This design comes from an exercise in tuning for small area on the open sky130 flow, not from production work. In this exercise RTL edits were held to simulation tests only and were not proved equivalent to the original. The clock port is modelled as an ideal driver, which makes a skipped or thinned clock tree look cheaper than it is; a real chip needs a root buffer or a tree. No activity file was given, so power comes from the tool's default toggle rates.

==> ember <==
## video
module video(input clk, reset,
             input [1:0] pixelmem_data,
             output [16:0] pixelmem_address,
             output reg [1:0] dacout);
==> module video, before the edit <==
module video(input clk, reset,
             input [1:0] pixelmem_data,
             output [16:0] pixelmem_address,
             output reg [1:0] dacout);
reg [9:0]  k;
reg [10:0] h;
reg [10:0] kc;
reg [11:0] hc;
reg [9:0]  k_inc;
reg [10:0] h_inc;
integer j;
wire last   = h[10] & h[7] & (h[6] | (h[5] & h[4]));       
wire blank  = last & ((~h[6] & (h[3] | h[2] | h[1] | h[0])) | (h[6] & ~h[3]));  
wire vis    = ~blank;
wire vsync  = last & ((~h[6] & (h[3] | h[2] | (h[1] & h[0]))) | (h[6] & ~h[3]));  
wire a1i    = k[9] & (~k[8] | (~k[7] & ~k[6]));            
wire a1     = a1i | (~k[9] & kc[7]);                        
wire act    = k[9] | kc[7] | ~(k[7] | k[3] | k[2] | k[1]);  
wire hs     = ~k[9] & ((k[8] & ~k[6]) |
                       (k[6] & ~(k[5] | k[4] | k[3] | k[2])));  
wire at_end = ~k[9] & ~k[8] & kc[4];                       
wire wrap   = vis & a1 & last;            
wire inc    = (~last & a1i & kc[6]) | (last & at_end);
wire lowon  = ~last & a1i;                  
assign pixelmem_address = {h[10:7], h[6] & ~last, h[5:4] | {2{last}},
                           h[3:0] & {4{~last}}, k[5:0] & {6{lowon}}};
always @* begin
    kc[0] = 1'b1;
    for (j = 0; j < 10; j = j + 1) begin
        k_inc[j] = k[j] ^ kc[j];
        kc[j+1] = kc[j] & k[j];
    end
    hc[0] = inc;
    for (j = 0; j < 11; j = j + 1) begin
        h_inc[j] = h[j] ^ hc[j];
        hc[j+1] = hc[j] & h[j];
    end
end
always @(posedge clk) begin
    if (reset) begin
        k <= 10'd405;
        h <= 11'd0;
        dacout <= 2'b00;
    end else begin
        k <= k_inc | {1'b0, at_end, at_end, 4'b0, at_end, 1'b0, at_end};
        h <= h_inc & ~{wrap, 2'b00, wrap, wrap, 2'b00, wrap, 3'b000};
        dacout[1] <= vis & a1 & pixelmem_data[1];
        dacout[0] <= (vis & a1) ? pixelmem_data[0] : ~(hs | (act & vsync));
    end
end
endmodule
==> flow/config.mk <==
export PLATFORM = sky130hd
export DESIGN_NAME = video
export DESIGN_NICKNAME = video
export VERILOG_FILES = /design/flow/design.v
export SDC_FILE = /design/flow/constraint.sdc
export NUM_CORES = 4
export LEC_CHECK = 0
export ABC_AREA = 1
export CAP_MARGIN = 20
export CORE_AREA = 2.76 2.72 72.22 72.08
export DIE_AREA = 0 0 75 75
export GPL_TIMING_DRIVEN = 0
export PLACE_DENSITY = 0.9
export SLEW_MARGIN = 20
==> flow/constraint.sdc <==
create_clock -name core_clock -period 5.0 [get_ports {clk}]
set_input_delay 1.0000 -clock core_clock [delete_from_list [all_inputs] [get_ports {clk}]]
set_output_delay 1.0000 -clock core_clock [all_outputs]
set_load 0.01 [all_outputs]
standard.sh (not shown) runs the stock make flow with config.mk's settings and CLKGATE_MAP_FILE= SYNTH_SCRIPT=/design/flow/synth_recipe.tcl, a recipe that flattens the netlist after the stock synthesis.
==> flow/flow/run.sh <==
#!/bin/bash
# Own layout flow: the standard flow (standard synthesis unchanged) with
#  - the synthesized logic re-mapped for area before the floorplan
#    (pre_floorplan.tcl, run as ORFS's PRE_FLOORPLAN_TCL hook),
#  - the smallest buffer (buf_1) on every input and output port,
#  - a few clock buffers from the clock port to the registers instead of
#    TritonCTS's H-tree (cts_single.tcl, run as the PRE_CTS_TCL hook).
# Each ORFS step writes its full log under orfs/logs; make's own output goes
# to standard_flow.log here.
set -euo pipefail
F="$(cd "$(dirname "$0")" && pwd)"
export BUFFER_PORTS_ARGS="-buffer_cell sky130_fd_sc_hd__buf_1"
export PRE_FLOORPLAN_TCL="$F/pre_floorplan.tcl"
export PRE_CTS_TCL="$F/cts_single.tcl"
export CLOCK_BUFFER_CELL="${CLOCK_BUFFER_CELL:-sky130_fd_sc_hd__clkbuf_4}"
export CLOCK_BUFFER_COUNT="${CLOCK_BUFFER_COUNT:-2}"
bash standard.sh finish > standard_flow.log 2>&1
==> flow/flow/cts_single.tcl <==
# Replace TritonCTS's H-tree with CLOCK_BUFFER_COUNT clock buffers fed by the
# clock port, each driving one group of registers: the registers are split
# into equal groups along the axis on which they spread most, and each
# buffer is placed at its group's centroid (cts.tcl legalises it).
set block [ord::get_db_block]
set db [ord::get_db]
set clknet [$block findNet clk]
set master [$db findMaster $::env(CLOCK_BUFFER_CELL)]
set nbuf $::env(CLOCK_BUFFER_COUNT)
set sinks {}
foreach it [$clknet getITerms] {
  set bb [[$it getInst] getBBox]
  lappend sinks [list $it [expr {([$bb xMin] + [$bb xMax]) / 2}] [expr {([$bb yMin] + [$bb yMax]) / 2}]]
}
set xs [lmap s $sinks {lindex $s 1}]
set ys [lmap s $sinks {lindex $s 2}]
set dx [expr {[tcl::mathfunc::max {*}$xs] - [tcl::mathfunc::min {*}$xs]}]
set dy [expr {[tcl::mathfunc::max {*}$ys] - [tcl::mathfunc::min {*}$ys]}]
set axis [expr {$dx >= $dy ? 1 : 2}]
set sinks [lsort -integer -index $axis $sinks]
set n [llength $sinks]
for {set b 0} {$b < $nbuf} {incr b} {
  set lo [expr {$b * $n / $nbuf}]
  set hi [expr {($b + 1) * $n / $nbuf - 1}]
  set group [lrange $sinks $lo $hi]
  set buf [odb::dbInst_create $block $master clkbuf_root_$b]
  set net [odb::dbNet_create $block clknet_root_$b]
  $net setSigType CLOCK
  set sx 0; set sy 0
  foreach s $group {
    set it [lindex $s 0]
    $it disconnect
    $it connect $net
    incr sx [lindex $s 1]
    incr sy [lindex $s 2]
  }
  [$buf findITerm A] connect $clknet
  [$buf findITerm X] connect $net
  $buf setLocation [expr {$sx / [llength $group]}] [expr {$sy / [llength $group]}]
  $buf setPlacementStatus PLACED
  puts "cts_single.tcl: $::env(CLOCK_BUFFER_CELL) clkbuf_root_$b drives [llength $group] clock pins"
}
proc clock_tree_synthesis {args} {
  puts "cts_single.tcl: clock_tree_synthesis skipped (clock buffers inserted)"
}
==> flow/flow/filter_lib.py <==
#!/usr/bin/env python3
"""Copy a Liberty file without the cells whose names match any of the given
glob patterns (the platform's don't-use list), so that restructure's ABC
mapping cannot pick them."""
import fnmatch
import re
import sys

src, dst, pats = sys.argv[1], sys.argv[2], sys.argv[3:]
text = open(src).read()
out = []
pos = 0
dropped = 0
for m in re.finditer(r'\n(\s*)cell\s*\(\s*"?([A-Za-z0-9_]+)"?\s*\)\s*\{', text):
    if m.start() < pos:
        continue
    name = m.group(2)
    if not any(fnmatch.fnmatchcase(name, p) for p in pats):
        continue
    # skip to the matching closing brace
    depth = 0
    i = m.end() - 1
    while True:
        ch = text[i]
        if ch == '{':
            depth += 1
        elif ch == '}':
            depth -= 1
            if depth == 0:
                break
        i += 1
    out.append(text[pos:m.start()])
    pos = i + 1
    dropped += 1
out.append(text[pos:])
open(dst, 'w').write(''.join(out))
print(f"filter_lib.py: dropped {dropped} cells")
==> flow/flow/pre_floorplan.tcl <==
# Runs before the floorplan's timing repair (PRE_FLOORPLAN_TCL hook):
#  1. remove the buffers that synthesis's delay-oriented mapping inserted,
#  2. re-map the combinational logic for area with OpenROAD's restructure,
#  3. downsize what is left to drive strength 1.
# The floorplan's repair_timing then sizes up whatever the timing needs.
proc comb_area {} {
  set a 0
  foreach i [[ord::get_db_block] getInsts] {
    set m [$i getMaster]
    set a [expr {$a + [$m getWidth] * [$m getHeight]}]
  }
  return [expr {$a / 1e6}]
}
if {[env_var_exists_and_non_empty DONT_USE_CELLS]} {
  set_dont_use $::env(DONT_USE_CELLS)
}
puts "pre_floorplan.tcl: area after synthesis [comb_area]"
remove_buffers
puts "pre_floorplan.tcl: area after remove_buffers [comb_area]"
set rs_dir $::env(OBJECTS_DIR)/restructure
file mkdir $rs_dir
set tielo [join $::env(TIELO_CELL_AND_PORT) /]
set tiehi [join $::env(TIEHI_CELL_AND_PORT) /]
# restructure's ABC reads the Liberty file itself and ignores set_dont_use,
# so hand it a copy without the don't-use cells
set rs_lib $rs_dir/no_dont_use.lib
exec python3 [file join [file dirname [info script]] filter_lib.py] \
  [lindex $::env(LIB_FILES) 0] $rs_lib {*}$::env(DONT_USE_CELLS) >@ stdout
restructure -target area -liberty_file $rs_lib \
  -tielo_port $tielo -tiehi_port $tiehi -work_dir $rs_dir \
  -abc_logfile $::env(LOG_DIR)/restructure_abc.log
puts "pre_floorplan.tcl: area after restructure [comb_area]"
set n 0
foreach inst [get_cells *] {
  set ref [get_property $inst ref_name]
  if {[regexp {^(sky130_fd_sc_hd__([a-z0-9]+))_([0-9]+)$} $ref -> base fn drive]} {
    if {$drive <= 1 || [string match df* $fn] || [string match conb $fn]} { continue }
    set cand [get_lib_cells -quiet */${base}_1]
    if {$cand ne "" && ![get_property [lindex $cand 0] dont_use]} {
      replace_cell $inst [lindex $cand 0]
      incr n
    }
  }
}
puts "pre_floorplan.tcl: downsized $n cells, area [comb_area]"
# refuse to go on with a cell the platform marks don't-use
foreach inst [[ord::get_db_block] getInsts] {
  set name [[$inst getMaster] getName]
  foreach pat $::env(DONT_USE_CELLS) {
    if {[string match $pat $name]} { error "pre_floorplan.tcl: don't-use cell $name in the netlist" }
  }
}
==> maple (differences from ember) <==
--- a/flow/design.v
+++ b/flow/design.v
@@ -12,5 +12,5 @@
 wire last   = h[10] & h[7] & (h[6] | (h[5] & h[4]));       
-wire blank  = last & ((~h[6] & (h[3] | h[2] | h[1] | h[0])) | (h[6] & ~h[3]));  
+wire blank  = last & (h[6] | h[3] | h[2] | h[1] | h[0]);   
 wire vis    = ~blank;
-wire vsync  = last & ((~h[6] & (h[3] | h[2] | (h[1] & h[0]))) | (h[6] & ~h[3]));  
+wire vsync  = last & (h[6] | h[3] | h[2] | (h[1] & h[0]));  
 wire a1i    = k[9] & (~k[8] | (~k[7] & ~k[6]));            
@@ -22,4 +22,5 @@
 wire wrap   = vis & a1 & last;            
-wire inc    = (~last & a1i & kc[6]) | (last & at_end);
-wire lowon  = ~last & a1i;                  
+wire bend   = at_end & last & h[6] & h[2] & h[1] & h[0];   
+wire inc    = (vis & a1i & kc[6]) | (last & at_end);
+wire lowon  = vis & a1i;                  
 assign pixelmem_address = {h[10:7], h[6] & ~last, h[5:4] | {2{last}},
@@ -45,3 +46,4 @@
         k <= k_inc | {1'b0, at_end, at_end, 4'b0, at_end, 1'b0, at_end};
-        h <= h_inc & ~{wrap, 2'b00, wrap, wrap, 2'b00, wrap, 3'b000};
+        h <= (h_inc & ~{wrap, 2'b00, wrap, bend, wrap, wrap, bend, 3'b000})
+                    | {5'b0, bend, bend, 4'b0};
         dacout[1] <= vis & a1 & pixelmem_data[1];
--- a/flow/flow/run.sh
+++ b/flow/flow/run.sh
@@ -5,3 +5,3 @@
 #  - the smallest buffer (buf_1) on every input and output port,
-#  - a few clock buffers from the clock port to the registers instead of
+#  - a single clock buffer from the clock port to all registers instead of
 #    TritonCTS's H-tree (cts_single.tcl, run as the PRE_CTS_TCL hook).
@@ -14,4 +14,3 @@
 export PRE_CTS_TCL="$F/cts_single.tcl"
-export CLOCK_BUFFER_CELL="${CLOCK_BUFFER_CELL:-sky130_fd_sc_hd__clkbuf_4}"
-export CLOCK_BUFFER_COUNT="${CLOCK_BUFFER_COUNT:-2}"
+export CLOCK_BUFFER_CELL="${CLOCK_BUFFER_CELL:-sky130_fd_sc_hd__clkbuf_16}"
 bash standard.sh finish > standard_flow.log 2>&1
==> flow/flow/cts_single.tcl (replaced) <==
# Replace TritonCTS with one clock buffer: clk -> buffer -> every register.
set block [ord::get_db_block]
set db [ord::get_db]
set clknet [$block findNet clk]
set master [$db findMaster $::env(CLOCK_BUFFER_CELL)]
set buf [odb::dbInst_create $block $master clkbuf_root]
set newnet [odb::dbNet_create $block clknet_root]
$newnet setSigType CLOCK
foreach it [$clknet getITerms] {
  $it disconnect
  $it connect $newnet
}
[$buf findITerm A] connect $clknet
[$buf findITerm X] connect $newnet
set sx 0; set sy 0; set n 0
foreach it [$newnet getITerms] {
  set i [$it getInst]
  if {[$i getName] eq "clkbuf_root"} { continue }
  set bb [$i getBBox]
  incr sx [expr {([$bb xMin] + [$bb xMax]) / 2}]
  incr sy [expr {([$bb yMin] + [$bb yMax]) / 2}]
  incr n
}
$buf setLocation [expr {$sx / $n}] [expr {$sy / $n}]
$buf setPlacementStatus PLACED
puts "cts_single.tcl: $::env(CLOCK_BUFFER_CELL) drives $n clock pins"
proc clock_tree_synthesis {args} {
  puts "cts_single.tcl: clock_tree_synthesis skipped (single buffer inserted)"
}
--- a/flow/flow/pre_floorplan.tcl
+++ b/flow/flow/pre_floorplan.tcl
@@ -23,8 +23,3 @@
 set tiehi [join $::env(TIEHI_CELL_AND_PORT) /]
-# restructure's ABC reads the Liberty file itself and ignores set_dont_use,
-# so hand it a copy without the don't-use cells
-set rs_lib $rs_dir/no_dont_use.lib
-exec python3 [file join [file dirname [info script]] filter_lib.py] \
-  [lindex $::env(LIB_FILES) 0] $rs_lib {*}$::env(DONT_USE_CELLS) >@ stdout
-restructure -target area -liberty_file $rs_lib \
+restructure -target area -liberty_file [lindex $::env(LIB_FILES) 0] \
   -tielo_port $tielo -tiehi_port $tiehi -work_dir $rs_dir \
- ABC_AREA: 1 -> not set
- CORE_AREA: 2.76 2.72 72.22 72.08 -> not set
- CORE_MARGIN: not set -> 2
- CORE_UTILIZATION: not set -> 40
- DIE_AREA: 0 0 75 75 -> not set
- GPL_TIMING_DRIVEN: 0 -> not set
- PLACE_DENSITY: 0.9 -> not set
removed: flow/flow/filter_lib.py
==> sierra (differences from ember) <==
--- a/flow/design.v
+++ b/flow/design.v
@@ -12,5 +12,6 @@
 wire last   = h[10] & h[7] & (h[6] | (h[5] & h[4]));       
-wire blank  = last & ((~h[6] & (h[3] | h[2] | h[1] | h[0])) | (h[6] & ~h[3]));  
+wire h1224  = h[10] & h[7] & h[6] & h[3];                 
+wire blank  = last & ~h1224;     
 wire vis    = ~blank;
-wire vsync  = last & ((~h[6] & (h[3] | h[2] | (h[1] & h[0]))) | (h[6] & ~h[3]));  
+wire vsync  = last & (h[6] | h[3] | h[2] | (h[1] & h[0]));  
 wire a1i    = k[9] & (~k[8] | (~k[7] & ~k[6]));            
@@ -22,4 +23,4 @@
 wire wrap   = vis & a1 & last;            
-wire inc    = (~last & a1i & kc[6]) | (last & at_end);
-wire lowon  = ~last & a1i;                  
+wire inc    = (vis & a1i & kc[6]) | (last & at_end);
+wire lowon  = vis & a1i;                  
 assign pixelmem_address = {h[10:7], h[6] & ~last, h[5:4] | {2{last}},
--- a/flow/flow/run.sh
+++ b/flow/flow/run.sh
@@ -14,3 +14,3 @@
 export PRE_CTS_TCL="$F/cts_single.tcl"
-export CLOCK_BUFFER_CELL="${CLOCK_BUFFER_CELL:-sky130_fd_sc_hd__clkbuf_4}"
+export CLOCK_BUFFER_CELL="${CLOCK_BUFFER_CELL:-sky130_fd_sc_hd__buf_4}"
 export CLOCK_BUFFER_COUNT="${CLOCK_BUFFER_COUNT:-2}"
==> qor summary <==
metric                                                                              maple             ember            sierra
Result of the run                                               aborted with a tool error  no timing/DRC/antenna violations  no timing/DRC/antenna violations
Last stage reached                                                              floorplan                 -                 -
Slack of the worst reg-to-reg path                                                      -           1.51 ns           1.54 ns
Cell Area, Synth                                                                        -          981 um^2          968 um^2
Type of the tightest min-delay check                                                    -           reg2reg           reg2reg
Met2 demand-to-capacity share in global routing                                         -             13.0%             14.6%
Starting DRT DRC Count                                                                  -                32                19
Startpoint of the most critical setup path                                              -              k[0]              k[1]
Leading power group                                                                     -  sequential cells  sequential cells
Crit path largest cell delay                                                            -           0.40 ns           0.41 ns
Final critical-path share of the clock period                                           -             69.7%             69.2%
Initial antenna violation count                                                         -                 0                 0
Fraction of final layout cells sized beyond drive strength 1                            -             1.33%             1.34%
Cell count along the critical path                                                      -                18                17
Max-slew violations                                                                     -                 0                 0
Final Cell Area                                                                         -         1160 um^2         1150 um^2
Number of standard cells in the final layout excluding fillers                          -               217               216
The clock cells of ember and sierra come from the design's own scripts or RTL, not from TritonCTS.

-- port drivers added, routing unchanged --
The flow's constraints put no driver on any port. The routed layouts listed below were extracted and timed again, unchanged, in two steps. Step 1 sets driving cells, clkbuf_16 on the clock port and buf_2 on the other inputs (assumed; they add their load-dependent delay and slew). Step 2, shift: input delay + t, output delay - t, t = (earliest + latest rising clock arrival at the registers) / 2. This alone moves slack from input paths to output paths. Slacks: ideal / step 1 / step 2; pairs: ideal / step 1.
| run | t, ns | setup slack, ns | worst slew at a driven data input, ns |
|---|---|---|---|
| ember | 0.200 | 1.514 / 1.514 / 1.514 | 0.03 |
| sierra | 0.171 | 1.540 / 1.540 / 1.540 | 0.03 |
After both steps setup and hold are still met in every run listed.
